What follows belongs to an exercise in optimizing a design on an open flow for small area; a production flow would make more cautious choices.
Only simulation tests tie the RTL to the original design; equivalence was not proved.
Power figures rest on the tool's default switching activity, not on a simulated workload.

== rev 12 ==
// ccm
module ccm(
	input			clk,
	input			reset_n,
	input	[8:0]	i_ccm_1m1,	 
	input	[8:0]	i_ccm_1m2,
	input	[8:0]	i_ccm_1m3,
	input	[8:0]	i_ccm_2m1,
	input	[8:0]	i_ccm_2m2,
	input	[8:0]	i_ccm_2m3,
	input	[8:0]	i_ccm_3m1,
	input	[8:0]	i_ccm_3m2,
	input	[8:0]	i_ccm_3m3,
	input	[2:0]	i_video_syn,
	input	[23:0]	i_data,
	output	[2:0]	o_video_sync,
	output	[23:0]	o_data
);
reg		[3:0]		syn_v,syn_h,syn_d;
always @(posedge clk or negedge reset_n)
	if(~reset_n) begin
		syn_v	<=	0;
		syn_h	<=	0;
		syn_d	<=	0;
	end else begin
		syn_v	<=	{syn_v[2:0],	i_video_syn[2]};
		syn_d	<=	{syn_d[2:0],	i_video_syn[1]};
		syn_h	<=	{syn_h[2:0],	i_video_syn[0]};
	end
wire	[9:0]	t_r, t_g, t_b;
ccm_x3 u_x3_r(.x(i_data[23:16]), .t(t_r));
ccm_x3 u_x3_g(.x(i_data[15:8]), .t(t_g));
ccm_x3 u_x3_b(.x(i_data[7:0]), .t(t_b));
wire	[20:0]	cs_r, cs_g, cs_b;
ccm_tree u_tree_r(
	.x0	(i_data[23:16]), .x1 (i_data[15:8]), .x2 (i_data[7:0]),
	.t0	(t_r), .t1 (t_g), .t2 (t_b),
	.m0	(i_ccm_1m1), .m1 (i_ccm_1m2), .m2 (i_ccm_1m3),
	.cs	(cs_r)
);
ccm_tree u_tree_g(
	.x0	(i_data[23:16]), .x1 (i_data[15:8]), .x2 (i_data[7:0]),
	.t0	(t_r), .t1 (t_g), .t2 (t_b),
	.m0	(i_ccm_2m1), .m1 (i_ccm_2m2), .m2 (i_ccm_2m3),
	.cs	(cs_g)
);
ccm_tree u_tree_b(
	.x0	(i_data[23:16]), .x1 (i_data[15:8]), .x2 (i_data[7:0]),
	.t0	(t_r), .t1 (t_g), .t2 (t_b),
	.m0	(i_ccm_3m1), .m1 (i_ccm_3m2), .m2 (i_ccm_3m3),
	.cs	(cs_b)
);
reg		[20:0]	c1_r, c1_g, c1_b;
always @(posedge clk) begin
	c1_r	<=	cs_r;
	c1_g	<=	cs_g;
	c1_b	<=	cs_b;
end
wire	[7:0]	r_new, g_new, b_new;
ccm_fin u_fin_r(.cs(c1_r), .y(r_new));
ccm_fin u_fin_g(.cs(c1_g), .y(g_new));
ccm_fin u_fin_b(.cs(c1_b), .y(b_new));
  ...
Settings: LEC_CHECK=0, CAP_MARGIN=20, CORE_MARGIN=2, CORE_UTILIZATION=40, SLEW_MARGIN=20, SYNTH_HIERARCHICAL=1, SYNTH_MINIMUM_KEEP_SIZE=0; clock period 7.0 ns.
standard.sh (not shown) runs the stock make flow with config.mk's settings and CLKGATE_MAP_FILE= SYNTH_SCRIPT=/design/flow/synth_recipe.tcl, a recipe that flattens the netlist after the stock synthesis.
==> flow/flow/run.sh <==
#!/bin/bash
# The standard layout (the standard.sh: ORFS with the standard synthesis),
# with one change: the buffer that buffer_ports puts on every input and output
# port is the smallest buffer, sky130_fd_sc_hd__buf_1.
# make's full output goes to flow_make.log; ORFS keeps each step's log under orfs/logs.
set -euo pipefail
bash standard.sh BUFFER_PORTS_ARGS="-buffer_cell sky130_fd_sc_hd__buf_1" finish > flow_make.log 2>&1
For rev 13, these inputs were changed with respect to rev 12:
==> flow/run.sh (new file) <==
#!/bin/bash
# synth_recipe.tcl (not shown) runs the flow's synth.tcl, then flattens the netlist and writes it again
# the make line also repeats each setting of config.mk as NAME=value (left out here)
make -C /OpenROAD-flow-scripts/flow DESIGN_CONFIG=/design/flow/config.mk WORK_HOME=/design/flow/orfs CLKGATE_MAP_FILE= SYNTH_SCRIPT=/design/flow/synth_recipe.tcl finish
removed: flow/flow/run.sh
removed: flow/standard.sh
Notes after the runs:
Rev 13 drops more vias than rev 12. Comparing total power for rev 13 and rev 12, the smaller number came from rev 12. Between rev 12 and rev 13, logic depth of the worst path, buffers included increased.

--- another note on this design; it stands on its own ---

## ccm
module ccm(
	input			clk,
	input			reset_n,
	input	[8:0]	i_ccm_1m1,	 
	input	[8:0]	i_ccm_1m2,
	input	[8:0]	i_ccm_1m3,
	input	[8:0]	i_ccm_2m1,
	input	[8:0]	i_ccm_2m2,
	input	[8:0]	i_ccm_2m3,
	input	[8:0]	i_ccm_3m1,
	input	[8:0]	i_ccm_3m2,
	input	[8:0]	i_ccm_3m3,
	input	[2:0]	i_video_syn,
	input	[23:0]	i_data,
	output	[2:0]	o_video_sync,
	output	[23:0]	o_data
);
reg		[3:0]		syn_v,syn_h,syn_d;
always @(posedge clk or negedge reset_n)
	if(~reset_n) begin
		syn_v	<=	0;
		syn_h	<=	0;
		syn_d	<=	0;
	end else begin
		syn_v	<=	{syn_v[2:0],	i_video_syn[2]};
		syn_d	<=	{syn_d[2:0],	i_video_syn[1]};
		syn_h	<=	{syn_h[2:0],	i_video_syn[0]};
	end
wire	[8:0]	t_r, t_g, t_b;
ccm_x3 u_x3_r(.x(i_data[23:16]), .t(t_r));
ccm_x3 u_x3_g(.x(i_data[15:8]), .t(t_g));
ccm_x3 u_x3_b(.x(i_data[7:0]), .t(t_b));
wire	[20:0]	cs_r, cs_g, cs_b;
ccm_tree u_tree_r(
	.x0	(i_data[23:16]), .x1 (i_data[15:8]), .x2 (i_data[7:0]),
	.t0	(t_r), .t1 (t_g), .t2 (t_b),
  ...
Size: roughly 140 I/O pins, about 16,000 µm² of cells after synthesis.
export LEC_CHECK = 0
export CAP_MARGIN = 0
export CELL_PAD_IN_SITES_DETAIL_PLACEMENT = 1
export CORE_MARGIN = 2
export CORE_UTILIZATION = 40
export SLEW_MARGIN = 0
export SYNTH_HIERARCHICAL = 1
export SYNTH_MINIMUM_KEEP_SIZE = 0
create_clock -name core_clock -period 7.0 [get_ports {clk}]
standard.sh (not shown) runs the stock make flow with config.mk's settings and CLKGATE_MAP_FILE= SYNTH_SCRIPT=/design/flow/synth_recipe.tcl, a recipe that flattens the netlist after the stock synthesis.
==> flow/flow/run.sh <==
#!/bin/bash
# The standard layout (the standard.sh: ORFS with the standard synthesis),
# with two changes to how the layout is made:
#  - buffer_ports puts the smallest buffer, sky130_fd_sc_hd__buf_1, on every
#    input and output port;
#  - clock tree synthesis uses sky130_fd_sc_hd__clkbuf_8 and adds no dummy
#    loads.
# make's full output goes to flow_make.log; ORFS keeps each step's log under orfs/logs.
set -euo pipefail
bash standard.sh \
  BUFFER_PORTS_ARGS="-buffer_cell sky130_fd_sc_hd__buf_1" \
  CTS_ARGS="-sink_clustering_enable -repair_clock_nets -buf_list sky130_fd_sc_hd__clkbuf_8 -dont_use_dummy_load" \
  finish > flow_make.log 2>&1
The first run completed with no timing, DRC or antenna violations.
Rerun with:
Settings changed: CAP_MARGIN 0 to 20, SLEW_MARGIN 0 to 20.
Outcome: Final cell count does not change. Final area barely changes. Non-clock buffer count stays the same. Total power stays flat. Flip-flop and latch count does not change. Register-to-register slack hardly moves. Critical path depth is lower by 2. Sequential power barely changes. Synthesized area is unchanged.

-- afterwards: timing with drivers on the ports --
Ports are ideal in the flow. The routed layouts listed here were re-timed in OpenROAD. Step 1: set_driving_cell puts a clkbuf_16 on clk and a buf_2 on each other input, an assumption about the parent block. Step 2 moves the port delays by t, midway between the first and last clock arrival at a register: inputs arrive t later, outputs are due t later. That takes back most of the time a late clock gives input paths. Slacks: ideal / step 1 / step 2; pairs: ideal / step 1.
| run | shift t [ns] | setup WS [ns] | clock arrival spread, ns | worst register clock-pin slew, ns | pins driven straight from the clock port |
|---|---|---|---|---|---|
| rev 12 | 0.513 | 0.585 / 0.616 / 0.103 | 0.020 / 0.020 | 0.08 / 0.08 | 1 |
| rev 13 | 0.519 | 0.482 / 0.503 / -0.016 | 0.023 / 0.022 | 0.09 / 0.09 | 1 |
| the first run of note 2 | 0.556 | 0.598 / 0.605 / 0.048 | 0.041 / 0.041 | 0.10 / 0.10 | 1 |
| the second run of note 2 | 0.559 | 0.819 / 0.836 / 0.277 | 0.042 / 0.043 | 0.10 / 0.10 | 1 |
Met with ideal ports but missed after step 2: setup timing in rev 13. The setup slack of the first run of note 2, which loses most, moves by +0.007 ns with the drivers and by -0.550 ns with both steps.
